What follows belongs to an exercise in optimizing a design on an open flow for small area, a short achievable clock period and few clock cycles per item; a production flow would make more cautious choices.
No functional check of the RTL was part of this run.

===== design/flow/design.v =====
module Reconstructor(
    input enable,
    input CLK,
    input reset,
    input [7:0]height,
    input [7:0]width,
    input Vector_sig,
    input [7:0]mv_x,
    input [7:0]addr_x,
    input [7:0]mv_y,
    input [7:0]addr_y,
    output Nxt_block_sig,
    input [1:0]data_type,
    output [15:0]Tindex,
    input [5:0]pdi,
    output [15:0]index,
    output we,
    output [8:0]datax_out,
    output [8:0]datay_out,
    output [5:0]pdo
    );
localparam IDLE = 3'd0, WAIT = 3'd1, S1 = 3'd2, RD = 3'd3, TL = 3'd4, WR = 3'd5;
reg [2:0] state;
reg [15:0] N;             
reg [1:0] kN;             
reg [1:0] kP;             
reg pv;                   
reg tv;                   
reg [3:0] f;              
reg [4:0] preg;           
reg [1:0] btype;
reg [1:0] rx, ry;
reg ser;                  
always @(posedge CLK) begin
  rx <= mv_x[1:0];
  ry <= mv_y[1:0];
  ser <= (width == 8'd0) | (width == 8'd1) | (width == 8'd255);
end
wire hasx = |rx, hasy = |ry;
function [4:0] oa;
  input [1:0] k;
  input [1:0] rx, ry;
  reg [2:0] cx, cy;
  begin
    cx = k[0] ? {1'b0, rx} : (rx == 2'd0 ? 3'd4 : {1'b0, 2'd0 - rx});
    cy = k[1] ? {1'b0, ry} : (ry == 2'd0 ? 3'd4 : {1'b0, 2'd0 - ry});
    case ({cx[2], cy[2]})
      2'b11: oa = 5'd16;
      2'b10: oa = {1'b0, cy[1:0], 2'b00};
      2'b01: oa = {1'b0, cx[1:0], 2'b00};
      default: case ({cx[1:0], cy[1:0]})
        4'b0101: oa = 5'd1;
        4'b0110, 4'b1001: oa = 5'd2;
        4'b0111, 4'b1101: oa = 5'd3;
        4'b1010: oa = 5'd4;
        4'b1011, 4'b1110: oa = 5'd6;
        4'b1111: oa = 5'd9;
        default: oa = 5'd0;
      endcase
    endcase
  end
endfunction
function [4:0] pri;
  input [4:0] o;
  input [1:0] t;
  pri = {o[4:2] + {1'b0, t}, o[1:0]};
endfunction
wire [4:0] oaN = oa(kN, rx, ry);
wire [4:0] pN = pri(oaN, btype);                          
wire [4:0] pN0 = pri(oaN, tv ? btype : data_type);       
wire s_rd = (state == RD), s_tl = (state == TL), s_wr = (state == WR);
wire [5:0] cp = {1'b0, preg};
wire [5:0] cg = cp & ~pdi, cl = ~cp & pdi;
wire [5:0] ce = ~(cg | cl);
wire gt = cg[5] | ce[5] & (cg[4] | ce[4] & (cg[3] | ce[3] & (cg[2] | ce[2] & (cg[1] | ce[1] & cg[0]))));
function [2:0] nextk;             
  input [1:0] k;
  input hx, hy;
  begin
    nextk[2] = (~k[0] & hx) | (~k[1] & hy);
    nextk[1:0] = (~k[0] & hx) ? {k[1], 1'b1} : 2'b10;
  end
endfunction
function [1:0] first;
  input [3:0] fl;
  first = fl[0] ? 2'd0 : fl[1] ? 2'd1 : fl[2] ? 2'd2 : 2'd3;
endfunction
function [2:0] target;
  input [2:0] st;
  input [1:0] k;
  input [3:0] fl;
  input sr, hx, hy;
  reg [2:0] n;
  begin
    n = nextk(k, hx, hy);
    target = {1'b0, k};
    case (st)
      S1: target = 3'd0;
      RD: if (n[2] & ~sr) target = {1'b0, n[1:0]};
      TL: if (|fl) target = {1'b0, first(fl)};
          else if (sr & n[2]) target = {1'b0, n[1:0]};
          else target = 3'b100;
      WR: if (|fl) target = {1'b0, first(fl)}; else target = 3'b100;
      default: target = 3'b100;
    endcase
  end
endfunction
wire [2:0] nk = nextk(kN, hasx, hasy);
wire nv = nk[2];
wire [3:0] fr = s_wr ? f & ~(4'b0001 << kN) : f;    
wire fany = |fr;
reg [2:0] ns;
always @(*)
  case (state)
    IDLE: ns = enable ? WAIT : IDLE;
    WAIT: ns = Vector_sig ? S1 : WAIT;
    S1:   ns = RD;
    RD:   ns = (~nv | ser) ? TL : RD;
    TL:   ns = fany ? WR : (ser & nv) ? RD : (~gt & Vector_sig) ? S1 : WAIT;
    WR:   ns = fany ? WR : WAIT;
    default: ns = IDLE;
  endcase
reg [3:0] fn;
always @(*) begin
  fn = f;
  case (state)
    S1: fn = 4'd0;
    RD: if (pv) fn[kP] = gt;
    WR: fn = fr;
    default: ;
  endcase
end
reg [1:0] tgt;
reg tmode;
wire [3:0] fnr = (ns == WR) ? fn & ~(4'b0001 << tgt) : fn;
wire [2:0] tn = target(ns, tgt, fnr, ser, hasx, hasy);
reg [7:0] ryc, rxc;
always @(posedge CLK) begin
  tgt <= tn[1:0];
  tmode <= tn[2];
  ryc <= addr_y + mv_y[7:2] + {7'd0, tn[1]};
  rxc <= addr_x + mv_x[7:2] + {7'd0, tn[0]};
end
wire [7:0] op = tmode ? addr_y : ryc;
wire [7:0] tW = width & {8{tmode}}, aW = width & {8{~tmode}};
wire [7:0] ax = tmode ? addr_x : rxc;
wire [15:0] r0 = {8'hFF, ~(width & {8{~op[0]}})};
wire s1 = r0[5] ^ ((addr_y[1] & tW[4]) | (ryc[1] & aW[4]));
wire c2 = r0[5] & ((addr_y[1] & tW[4]) | (ryc[1] & aW[4]));
wire s3 = r0[6] ^ ((addr_y[1] & tW[5]) | (ryc[1] & aW[5])) ^ ((addr_y[2] & tW[4]) | (ryc[2] & aW[4]));
wire c4 = (r0[6] & ((addr_y[1] & tW[5]) | (ryc[1] & aW[5]))) | (r0[6] & ((addr_y[2] & tW[4]) | (ryc[2] & aW[4]))) | (((addr_y[1] & tW[5]) | (ryc[1] & aW[5])) & ((addr_y[2] & tW[4]) | (ryc[2] & aW[4])));
wire s5 = ((addr_y[3] & tW[3]) | (ryc[3] & aW[3])) ^ ((addr_y[4] & tW[2]) | (ryc[4] & aW[2]));
wire c6 = ((addr_y[3] & tW[3]) | (ryc[3] & aW[3])) & ((addr_y[4] & tW[2]) | (ryc[4] & aW[2]));
wire s7 = r0[7] ^ ((addr_y[1] & tW[6]) | (ryc[1] & aW[6])) ^ ((addr_y[2] & tW[5]) | (ryc[2] & aW[5]));
wire c8 = (r0[7] & ((addr_y[1] & tW[6]) | (ryc[1] & aW[6]))) | (r0[7] & ((addr_y[2] & tW[5]) | (ryc[2] & aW[5]))) | (((addr_y[1] & tW[6]) | (ryc[1] & aW[6])) & ((addr_y[2] & tW[5]) | (ryc[2] & aW[5])));
wire s9 = ((addr_y[3] & tW[4]) | (ryc[3] & aW[4])) ^ ((addr_y[4] & tW[3]) | (ryc[4] & aW[3])) ^ ((addr_y[5] & tW[2]) | (ryc[5] & aW[2]));
wire c10 = (((addr_y[3] & tW[4]) | (ryc[3] & aW[4])) & ((addr_y[4] & tW[3]) | (ryc[4] & aW[3]))) | (((addr_y[3] & tW[4]) | (ryc[3] & aW[4])) & ((addr_y[5] & tW[2]) | (ryc[5] & aW[2]))) | (((addr_y[4] & tW[3]) | (ryc[4] & aW[3])) & ((addr_y[5] & tW[2]) | (ryc[5] & aW[2])));
wire s11 = ((addr_y[6] & tW[1]) | (ryc[6] & aW[1])) ^ ((addr_y[7] & tW[0]) | (ryc[7] & aW[0]));
wire c12 = ((addr_y[6] & tW[1]) | (ryc[6] & aW[1])) & ((addr_y[7] & tW[0]) | (ryc[7] & aW[0]));
wire s13 = 1'b1 ^ ((addr_y[1] & tW[7]) | (ryc[1] & aW[7])) ^ ((addr_y[2] & tW[6]) | (ryc[2] & aW[6]));
wire c14 = (1'b1 & ((addr_y[1] & tW[7]) | (ryc[1] & aW[7]))) | (1'b1 & ((addr_y[2] & tW[6]) | (ryc[2] & aW[6]))) | (((addr_y[1] & tW[7]) | (ryc[1] & aW[7])) & ((addr_y[2] & tW[6]) | (ryc[2] & aW[6])));
wire s15 = ((addr_y[3] & tW[5]) | (ryc[3] & aW[5])) ^ ((addr_y[4] & tW[4]) | (ryc[4] & aW[4])) ^ ((addr_y[5] & tW[3]) | (ryc[5] & aW[3]));
wire c16 = (((addr_y[3] & tW[5]) | (ryc[3] & aW[5])) & ((addr_y[4] & tW[4]) | (ryc[4] & aW[4]))) | (((addr_y[3] & tW[5]) | (ryc[3] & aW[5])) & ((addr_y[5] & tW[3]) | (ryc[5] & aW[3]))) | (((addr_y[4] & tW[4]) | (ryc[4] & aW[4])) & ((addr_y[5] & tW[3]) | (ryc[5] & aW[3])));
wire s17 = ((addr_y[6] & tW[2]) | (ryc[6] & aW[2])) ^ ((addr_y[7] & tW[1]) | (ryc[7] & aW[1]));
wire c18 = ((addr_y[6] & tW[2]) | (ryc[6] & aW[2])) & ((addr_y[7] & tW[1]) | (ryc[7] & aW[1]));
wire s19 = 1'b1 ^ ((addr_y[2] & tW[7]) | (ryc[2] & aW[7])) ^ ((addr_y[3] & tW[6]) | (ryc[3] & aW[6]));
wire c20 = (1'b1 & ((addr_y[2] & tW[7]) | (ryc[2] & aW[7]))) | (1'b1 & ((addr_y[3] & tW[6]) | (ryc[3] & aW[6]))) | (((addr_y[2] & tW[7]) | (ryc[2] & aW[7])) & ((addr_y[3] & tW[6]) | (ryc[3] & aW[6])));
wire s21 = ((addr_y[4] & tW[5]) | (ryc[4] & aW[5])) ^ ((addr_y[5] & tW[4]) | (ryc[5] & aW[4])) ^ ((addr_y[6] & tW[3]) | (ryc[6] & aW[3]));
wire c22 = (((addr_y[4] & tW[5]) | (ryc[4] & aW[5])) & ((addr_y[5] & tW[4]) | (ryc[5] & aW[4]))) | (((addr_y[4] & tW[5]) | (ryc[4] & aW[5])) & ((addr_y[6] & tW[3]) | (ryc[6] & aW[3]))) | (((addr_y[5] & tW[4]) | (ryc[5] & aW[4])) & ((addr_y[6] & tW[3]) | (ryc[6] & aW[3])));
wire s23 = 1'b1 ^ ((addr_y[3] & tW[7]) | (ryc[3] & aW[7])) ^ ((addr_y[4] & tW[6]) | (ryc[4] & aW[6]));
wire c24 = (1'b1 & ((addr_y[3] & tW[7]) | (ryc[3] & aW[7]))) | (1'b1 & ((addr_y[4] & tW[6]) | (ryc[4] & aW[6]))) | (((addr_y[3] & tW[7]) | (ryc[3] & aW[7])) & ((addr_y[4] & tW[6]) | (ryc[4] & aW[6])));
wire s25 = r0[3] ^ ((addr_y[1] & tW[2]) | (ryc[1] & aW[2]));
wire c26 = r0[3] & ((addr_y[1] & tW[2]) | (ryc[1] & aW[2]));
wire s27 = r0[4] ^ ((addr_y[1] & tW[3]) | (ryc[1] & aW[3])) ^ ((addr_y[2] & tW[2]) | (ryc[2] & aW[2]));
wire c28 = (r0[4] & ((addr_y[1] & tW[3]) | (ryc[1] & aW[3]))) | (r0[4] & ((addr_y[2] & tW[2]) | (ryc[2] & aW[2]))) | (((addr_y[1] & tW[3]) | (ryc[1] & aW[3])) & ((addr_y[2] & tW[2]) | (ryc[2] & aW[2])));
wire s29 = ((addr_y[3] & tW[1]) | (ryc[3] & aW[1])) ^ ((addr_y[4] & tW[0]) | (ryc[4] & aW[0]));
wire c30 = ((addr_y[3] & tW[1]) | (ryc[3] & aW[1])) & ((addr_y[4] & tW[0]) | (ryc[4] & aW[0]));
wire s31 = s1 ^ ((addr_y[2] & tW[3]) | (ryc[2] & aW[3])) ^ ((addr_y[3] & tW[2]) | (ryc[3] & aW[2]));
wire c32 = (s1 & ((addr_y[2] & tW[3]) | (ryc[2] & aW[3]))) | (s1 & ((addr_y[3] & tW[2]) | (ryc[3] & aW[2]))) | (((addr_y[2] & tW[3]) | (ryc[2] & aW[3])) & ((addr_y[3] & tW[2]) | (ryc[3] & aW[2])));
wire s33 = ((addr_y[4] & tW[1]) | (ryc[4] & aW[1])) ^ ((addr_y[5] & tW[0]) | (ryc[5] & aW[0])) ^ ax[5];
wire c34 = (((addr_y[4] & tW[1]) | (ryc[4] & aW[1])) & ((addr_y[5] & tW[0]) | (ryc[5] & aW[0]))) | (((addr_y[4] & tW[1]) | (ryc[4] & aW[1])) & ax[5]) | (((addr_y[5] & tW[0]) | (ryc[5] & aW[0])) & ax[5]);
wire s35 = c2 ^ s3 ^ s5;
wire c36 = (c2 & s3) | (c2 & s5) | (s3 & s5);
wire s37 = ((addr_y[5] & tW[1]) | (ryc[5] & aW[1])) ^ ((addr_y[6] & tW[0]) | (ryc[6] & aW[0])) ^ ax[6];
wire c38 = (((addr_y[5] & tW[1]) | (ryc[5] & aW[1])) & ((addr_y[6] & tW[0]) | (ryc[6] & aW[0]))) | (((addr_y[5] & tW[1]) | (ryc[5] & aW[1])) & ax[6]) | (((addr_y[6] & tW[0]) | (ryc[6] & aW[0])) & ax[6]);
wire s39 = c4 ^ c6 ^ s7;
wire c40 = (c4 & c6) | (c4 & s7) | (c6 & s7);
wire s41 = s9 ^ s11 ^ ax[7];
wire c42 = (s9 & s11) | (s9 & ax[7]) | (s11 & ax[7]);
wire s43 = c8 ^ c10 ^ c12;
wire c44 = (c8 & c10) | (c8 & c12) | (c10 & c12);
wire s45 = s13 ^ s15 ^ s17;
wire c46 = (s13 & s15) | (s13 & s17) | (s15 & s17);
wire s47 = c14 ^ c16 ^ c18;
wire c48 = (c14 & c16) | (c14 & c18) | (c16 & c18);
wire s49 = s19 ^ s21 ^ ((addr_y[7] & tW[2]) | (ryc[7] & aW[2]));
wire c50 = (s19 & s21) | (s19 & ((addr_y[7] & tW[2]) | (ryc[7] & aW[2]))) | (s21 & ((addr_y[7] & tW[2]) | (ryc[7] & aW[2])));
wire s51 = c20 ^ c22 ^ s23;
wire c52 = (c20 & c22) | (c20 & s23) | (c22 & s23);
wire s53 = ((addr_y[5] & tW[5]) | (ryc[5] & aW[5])) ^ ((addr_y[6] & tW[4]) | (ryc[6] & aW[4])) ^ ((addr_y[7] & tW[3]) | (ryc[7] & aW[3]));
wire c54 = (((addr_y[5] & tW[5]) | (ryc[5] & aW[5])) & ((addr_y[6] & tW[4]) | (ryc[6] & aW[4]))) | (((addr_y[5] & tW[5]) | (ryc[5] & aW[5])) & ((addr_y[7] & tW[3]) | (ryc[7] & aW[3]))) | (((addr_y[6] & tW[4]) | (ryc[6] & aW[4])) & ((addr_y[7] & tW[3]) | (ryc[7] & aW[3])));
wire s55 = c24 ^ 1'b1 ^ ((addr_y[4] & tW[7]) | (ryc[4] & aW[7]));
wire c56 = (c24 & 1'b1) | (c24 & ((addr_y[4] & tW[7]) | (ryc[4] & aW[7]))) | (1'b1 & ((addr_y[4] & tW[7]) | (ryc[4] & aW[7])));
wire s57 = ((addr_y[5] & tW[6]) | (ryc[5] & aW[6])) ^ ((addr_y[6] & tW[5]) | (ryc[6] & aW[5])) ^ ((addr_y[7] & tW[4]) | (ryc[7] & aW[4]));
wire c58 = (((addr_y[5] & tW[6]) | (ryc[5] & aW[6])) & ((addr_y[6] & tW[5]) | (ryc[6] & aW[5]))) | (((addr_y[5] & tW[6]) | (ryc[5] & aW[6])) & ((addr_y[7] & tW[4]) | (ryc[7] & aW[4]))) | (((addr_y[6] & tW[5]) | (ryc[6] & aW[5])) & ((addr_y[7] & tW[4]) | (ryc[7] & aW[4])));
wire s59 = 1'b1 ^ ((addr_y[5] & tW[7]) | (ryc[5] & aW[7])) ^ ((addr_y[6] & tW[6]) | (ryc[6] & aW[6]));
wire c60 = (1'b1 & ((addr_y[5] & tW[7]) | (ryc[5] & aW[7]))) | (1'b1 & ((addr_y[6] & tW[6]) | (ryc[6] & aW[6]))) | (((addr_y[5] & tW[7]) | (ryc[5] & aW[7])) & ((addr_y[6] & tW[6]) | (ryc[6] & aW[6])));
wire s61 = r0[2] ^ ((addr_y[1] & tW[1]) | (ryc[1] & aW[1]));
wire c62 = r0[2] & ((addr_y[1] & tW[1]) | (ryc[1] & aW[1]));
wire s63 = s25 ^ ((addr_y[2] & tW[1]) | (ryc[2] & aW[1])) ^ ((addr_y[3] & tW[0]) | (ryc[3] & aW[0]));
wire c64 = (s25 & ((addr_y[2] & tW[1]) | (ryc[2] & aW[1]))) | (s25 & ((addr_y[3] & tW[0]) | (ryc[3] & aW[0]))) | (((addr_y[2] & tW[1]) | (ryc[2] & aW[1])) & ((addr_y[3] & tW[0]) | (ryc[3] & aW[0])));
wire s65 = c26 ^ s27 ^ s29;
wire c66 = (c26 & s27) | (c26 & s29) | (s27 & s29);
wire s67 = c28 ^ c30 ^ s31;
wire c68 = (c28 & c30) | (c28 & s31) | (c30 & s31);
wire s69 = c32 ^ c34 ^ s35;
wire c70 = (c32 & c34) | (c32 & s35) | (c34 & s35);
wire s71 = c36 ^ c38 ^ s39;
wire c72 = (c36 & c38) | (c36 & s39) | (c38 & s39);
wire s73 = c40 ^ c42 ^ s43;
wire c74 = (c40 & c42) | (c40 & s43) | (c42 & s43);
wire s75 = c44 ^ c46 ^ s47;
wire c76 = (c44 & c46) | (c44 & s47) | (c46 & s47);
wire s77 = c48 ^ c50 ^ s51;
wire c78 = (c48 & c50) | (c48 & s51) | (c50 & s51);
wire s79 = c52 ^ c54 ^ s55;
wire c80 = (c52 & c54) | (c52 & s55) | (c54 & s55);
wire s81 = c56 ^ c58 ^ s59;
wire c82 = (c56 & c58) | (c56 & s59) | (c58 & s59);
wire s83 = c60 ^ 1'b1 ^ ((addr_y[6] & tW[7]) | (ryc[6] & aW[7]));
wire c84 = (c60 & 1'b1) | (c60 & ((addr_y[6] & tW[7]) | (ryc[6] & aW[7]))) | (1'b1 & ((addr_y[6] & tW[7]) | (ryc[6] & aW[7])));
wire s85 = r0[1] ^ ((addr_y[1] & tW[0]) | (ryc[1] & aW[0]));
wire c86 = r0[1] & ((addr_y[1] & tW[0]) | (ryc[1] & aW[0]));
wire s87 = s61 ^ ((addr_y[2] & tW[0]) | (ryc[2] & aW[0])) ^ ax[2];
wire c88 = (s61 & ((addr_y[2] & tW[0]) | (ryc[2] & aW[0]))) | (s61 & ax[2]) | (((addr_y[2] & tW[0]) | (ryc[2] & aW[0])) & ax[2]);
wire s89 = c62 ^ s63 ^ ax[3];
wire c90 = (c62 & s63) | (c62 & ax[3]) | (s63 & ax[3]);
wire s91 = c64 ^ s65 ^ ax[4];
wire c92 = (c64 & s65) | (c64 & ax[4]) | (s65 & ax[4]);
wire s93 = c66 ^ s67 ^ s33;
wire c94 = (c66 & s67) | (c66 & s33) | (s67 & s33);
wire s95 = c68 ^ s69 ^ s37;
wire c96 = (c68 & s69) | (c68 & s37) | (s69 & s37);
wire s97 = c70 ^ s71 ^ s41;
wire c98 = (c70 & s71) | (c70 & s41) | (s71 & s41);
wire s99 = c72 ^ s73 ^ s45;
wire c100 = (c72 & s73) | (c72 & s45) | (s73 & s45);
wire s101 = c74 ^ s75 ^ s49;
wire c102 = (c74 & s75) | (c74 & s49) | (s75 & s49);
wire s103 = c76 ^ s77 ^ s53;
wire c104 = (c76 & s77) | (c76 & s53) | (s77 & s53);
wire s105 = c78 ^ s79 ^ s57;
wire c106 = (c78 & s79) | (c78 & s57) | (s79 & s57);
wire s107 = c80 ^ s81 ^ ((addr_y[7] & tW[5]) | (ryc[7] & aW[5]));
wire c108 = (c80 & s81) | (c80 & ((addr_y[7] & tW[5]) | (ryc[7] & aW[5]))) | (s81 & ((addr_y[7] & tW[5]) | (ryc[7] & aW[5])));
wire s109 = c82 ^ s83 ^ ((addr_y[7] & tW[6]) | (ryc[7] & aW[6]));
wire c110 = (c82 & s83) | (c82 & ((addr_y[7] & tW[6]) | (ryc[7] & aW[6]))) | (s83 & ((addr_y[7] & tW[6]) | (ryc[7] & aW[6])));
wire s111 = c84 ^ 1'b1 ^ ((addr_y[7] & tW[7]) | (ryc[7] & aW[7]));
wire c112 = (c84 & 1'b1) | (c84 & ((addr_y[7] & tW[7]) | (ryc[7] & aW[7]))) | (1'b1 & ((addr_y[7] & tW[7]) | (ryc[7] & aW[7])));
wire [15:0] ta = {c112, c110, c108, c106, c104, c102, c100, c98, c96, c94, c92, c90, c88, c86, s85, r0[0]};
wire [15:0] tb = {1'b1, s111, s109, s107, s105, s103, s101, s99, s97, s95, s93, s91, s89, s87, ax[1], ax[0]};
wire [15:0] M = ta + tb;
wire tl_done = s_tl & ~fany & ~(ser & nv);    
assign Nxt_block_sig = (state == WAIT) | (tl_done & ~gt);
assign Tindex = N;
assign index = N;
assign we = (s_tl & gt) | s_wr;
assign pdo = {1'b0, pN};
assign datax_out = {1'b0, mv_x};
assign datay_out = {1'b0, mv_y};
always @(posedge CLK or posedge reset)
  if (reset)
    state <= IDLE;
  else
    state <= ns;
always @(posedge CLK) begin
  N <= M;
  kN <= tgt;
  f <= fn;
  case (state)
    S1: begin pv <= 1'b0; tv <= 1'b0; end
    RD: begin
      kP <= kN; pv <= 1'b1;
      preg <= pN0;
      if (~tv) btype <= data_type;
      tv <= 1'b1;
    end
    TL: pv <= 1'b0;
    default: ;
  endcase
end
endmodule

===== design/flow/flow/run.sh =====
#!/bin/bash
# Standard layout, with every port buffered by sky130_fd_sc_hd__buf_1 and a
# clock tree of clkbuf_8 without dummy loads.
set -euo pipefail
export BUFFER_PORTS_ARGS="-buffer_cell sky130_fd_sc_hd__buf_1"
export CTS_ARGS="-sink_clustering_enable -repair_clock_nets -dont_use_dummy_load -buf_list sky130_fd_sc_hd__clkbuf_8 -sink_clustering_size 30 -sink_clustering_max_diameter 150"
bash standard.sh > standard.log 2>&1

===== design/flow/standard.sh =====
#!/bin/bash
# synth_recipe.tcl (not shown) runs the flow's synth.tcl, then flattens the netlist and writes it again
# the make line also repeats each setting of config.mk as NAME=value (left out here)
make -C /OpenROAD-flow-scripts/flow DESIGN_CONFIG=/design/flow/config.mk WORK_HOME=/design/flow/orfs CLKGATE_MAP_FILE= SYNTH_SCRIPT=/design/flow/synth_recipe.tcl "${@:-finish}"

===== design/flow/config.mk =====
export PLATFORM = sky130hd
export DESIGN_NAME = Reconstructor
export DESIGN_NICKNAME = Reconstructor
export VERILOG_FILES = /design/flow/design.v
export SDC_FILE = /design/flow/constraint.sdc
export NUM_CORES = 4
export LEC_CHECK = 0
export ABC_CLOCK_PERIOD_IN_PS = 6000
export CAP_MARGIN = 20
export CORE_MARGIN = 2
export CORE_UTILIZATION = 40
export CTS_BUF_LIST = sky130_fd_sc_hd__clkbuf_8
export CTS_CLUSTER_SIZE = 30
export PLACE_DENSITY = 0.6
export SETUP_SLACK_MARGIN = 5
export SLEW_MARGIN = 20

===== design/flow/constraint.sdc =====
create_clock -name core_clock -period 11.0 [get_ports {CLK}]
set_input_delay 2.2000 -clock core_clock [delete_from_list [all_inputs] [get_ports {CLK}]]
set_output_delay 2.2000 -clock core_clock [all_outputs]
set_load 0.01 [all_outputs]

==> impl_metrics.py <==
metrics = {
    "logic_synthesis": {
        "synth_area_leaders": "fa_1 (17%), dfxtp_1 (16%), ha_1 (12%)",
        "yosysWarnings": 1,
        "synthDistinctLibCells": 68,
        "yosys.area.top_type_share_pct": 16.9,
        "synth.avg_cell_area_sq_um": 9.05,
        "ys_async_sr_fraction_pct": 5.00,
        "synth_area_sq_mm": 0.00570,
        "netlist_instances": 630,
        "synth-edff-count": 11,
        "ys_seq_area_share_pct": 23.3,
        "synth_top_cell_by_area": "fa_1",
        "synth-seq-cells": 60,
        "synth_flop_cell": "dfxtp_1",
    },
    "global_route": {
        "grt_pass1_wl_um": 20800,
        "antenna_found_initial": 0,
        "gr-total-overflow": 0,
        "grt_max_degree": 17,
        "grt_pass1_vias": 4628,
        "grt_use_total_pct": 17.3,
    },
    "final_layout": {
        "insertedDiodeCount": 0,
        "drive_above_1_share_pct": 10.0,
        "syn_to_final_growth_pct": 12.3,
        "regArea_sq_mm": 0.00133,
        "final_nets": 871,
        "fin_util_pct": 46.1,
        "multi_input_area_sq_mm": 0.00388,
        "nFillCells": 1342,
    },
    "critical_path": {
        "worst-path-buf-inv": 3,
        "start_kind": "primary input",
        "crit_slowest_cell": "fa_1",
        "path_class": "primary input to flop",
        "critPathTopFamily": "adder cells",
        "endpoint_kind": "flop",
        "required_ns": 11.27,
        "crit_fanout": 2,
        "arrival_ns": 6.47,
        "slowest_delay_ns": 0.54,
        "cpMostUsedCell": "fa_1",
        "crit_chain": "buf_6 -> mux2_4 -> and2_4 -> fa_1 -> inv_2 -> fa_1 -> inv_2 -> fa_1 -> fa_1 -> ha_4 -> and3_4 -> a21oi_4 -> o31ai_4 -> or4_4 -> a31o_1 -> o41ai_2 -> xnor2_1",
    },
    "hold_path": {
        "min_path_type": "flop to flop",
    },
    "clock_network": {
        "h-tree-depth": 3,
        "clkSinkCount": 60,
        "cts_buffers": 9,
        "cts_buffer_depth": 2,
        "cts_tree": "yes",
        "cts-root-buf": "clkbuf_8",
        "clk_pin_slew_ns": 0.06,
        "hold_buffers": 0,
        "clkLatencyLatePin_ns": 0.37,
    },
    "route": {
        "wire_per_inst_um": 13.7,
        "firstDrtPassIters": 5,
        "vias": 4519,
        "first_iter_violations": 288,
        "vias_per_cell": 5.09,
        "wl_um": 12100,
        "drcViolationCount": 0,
        "postRouteAntennaNets": 0,
    },
    "place": {
        "gp_congestion": 0.863,
        "io_buffers": 106,
        "dp_hpwl_um": 9630,
    },
    "die": {
        "row_count": 43,
        "chipHeight_um": 123,
        "core_sq_mm": 0.0139,
        "die_x_um": 123,
        "io_pins": 118,
        "dieArea_sq_mm": 0.0152,
        "start_util_pct": 41.1,
    },
    "job": {
        "cap_violations": 0,
    },
    "run_status": {
        "outcome": "complete, no violations",
    },
    "sta": {
        "rsz0062_at_grt": "true",
        "finalSetupViolCount": 0,
        "max_slew.worst_pin.slew_ns": 0.964,
        "hold_violations": 0,
        "fin_worst_skew_ns": 0.0289,
        "slew_headroom_pct": 35.6,
        "min_period_ns": 6.20,
        "setup_tns_ns": 0,
        "clock.fmax_mhz": 161,
        "min_period_over_period_pct": 56.4,
        "finalMaxSlewViolations": 0,
        "fin_hold_ws_ns": 0.493,
    },
}
-- cell usage in the layout (no fill, tap or decap), drive strengths merged, types with 4 or more instances in the layout --
| cell type | count |
|---|---|
| or4 | 4 |
| xnor2 | 19 |
| o31ai | 4 |
| nor2b | 9 |
| nor4 | 4 |
| a31oi | 7 |
| mux2i | 6 |
| fa | 48 |
| o21ai | 19 |
| xor2 | 6 |
| mux2 | 14 |
| clkbuf | 12 |
| and2 | 28 |
| nand4 | 5 |
| ha | 54 |
| o211ai | 6 |
| nor2 | 28 |
| or2 | 4 |
| a21oi | 26 |
| a21o | 6 |
| dfxtp | 46 |
| nand2b | 8 |
| a211oi | 4 |
| edfxtp | 11 |
| nand2 | 55 |
| inv | 90 |
| o21a | 5 |
| o21bai | 6 |
| buf | 115 |
| and3 | 6 |
| nor3 | 7 |
-- kinds of logic (layout without fill, tap and decap cells) --
logic type / after synthesis / count (layout) / synth area share [%]
simple gates: 171 / 171 / 15.5
flops: 60 / 60 / 23.3
other cells: 1 / 3 / 0.0658
xor+xnor: 25 / 25 / 3.84
buf+inv: 142 / 217 / 11.8
compound gates: 109 / 109 / 13.0
mux: 20 / 20 / 3.82
fa+ha+maj: 102 / 102 / 28.7
-- cell usage after synthesis, drive strengths merged, types with 3 or more instances --
cell     n
nor3     7
nand3    3
nand4    5
o22ai    3
ha      54
edfxtp  11
o21ai   19
nand2   55
and2    28
mux2i    6
or2      4
fa      48
mux2    14
a211oi   4
o31ai    4
o21a     5
clkbuf   8
xnor2   19
nor2    28
nor4     4
dfrtp    3
or4      4
a21oi   26
buf     44
xor2     6
nor2b    9
and3     6
o211ai   6
o21bai   6
a31oi    7
a21o     6
nand2b   8
nor4b    3
dfxtp   46
inv     90
-- area by class of cell --
cell class	instances	area share [%]
multi-input combinational	430	60.5
sequential	60	20.7
inverter	90	5.28
timing repair buffer	118	8.01
tap	180	3.52
clock buffer	9	1.93
-- what timing repair did --
action / 4_1_cts / 5_1_grt
setup buffers: 10 / 2
gates resized for setup: 16 / 13
pin swaps: 5 / 9
endpoints found under the setup margin: 6 / 6
-- path summary, 6_finish.rpt --
| kind | from | endpoint | slack (ns) | cells after the start |
|---|---|---|---|---|
| max in group asynchronous | reset | state[1] | 9.20 | 2 |
| worst min register to register | tgt[0] | kN[0] | 0.49 | 0 |
| worst min-delay path | tgt[0] | kN[0] | 0.49 | 0 |
| min in group asynchronous | reset | state[2] | 1.67 | 2 |
| worst max-delay path | addr_y[2] | N[15] | 4.80 | 17 |
| worst max register to register | tmode | N[15] | 5.64 | 16 |
-- flip-flops by register name (all words and copies together) (netlist names) --
signal and count:
rxc 8, btype 2, tgt 2, tmode 1, N 16, ser 1, pv 1, state 3
f 4, rx 2, kN 2, kP 2, ryc 8, ry 2, tv 1, preg 5
-- routing by layer --
layer / GRT usage, % / up-vias / routed length [um] / part of all wire (%)
li1: - / 2221 / - / -
met1: 22.7 / 2131 / 5700 / 47
met2: 28.1 / 150 / 5500 / 45
met3: 3.97 / 17 / 736 / 6.1
met4: 5.75 / 0 / 187 / 1.5
met5: 0 / - / 0 / 0
-- through the flow --
step                area [sq um]  worst slack, ns  std cells
floorplan                   5760             4.71        632
global placement            6050             4.23        866
detailed placement          6050             4.23        866
CTS                         6320             4.80        885
global route                6400             4.69        887
finish                      6400             4.80        887

## separate check: timing with driven ports
No port has a modelled driver above. Below, the same layout with a new extraction and two added sets of constraints.
Step 1, drivers: a clkbuf_16 drives CLK and a buf_2 each remaining input, both assumed.
Step 2 moves the port delays by t, midway between the first and last clock arrival at a register: inputs arrive t later, outputs are due t later. That takes back most of the time a late clock gives input paths.
Three values: no drivers, after step 1, after step 2; two values: the first two.
t (ns): 0.390
setup slack, ns: 4.800 / 4.800 / 4.410
hold slack, ns: 0.493 / 0.493 / 0.493
clock arrival spread, ns: 0.029 / 0.029
worst slew at a driven data input, ns: 0.06
After both steps setup and hold are still met in this run. For this run, drivers alone change the setup slack by 0.000 ns; drivers and shift together by -0.390 ns.
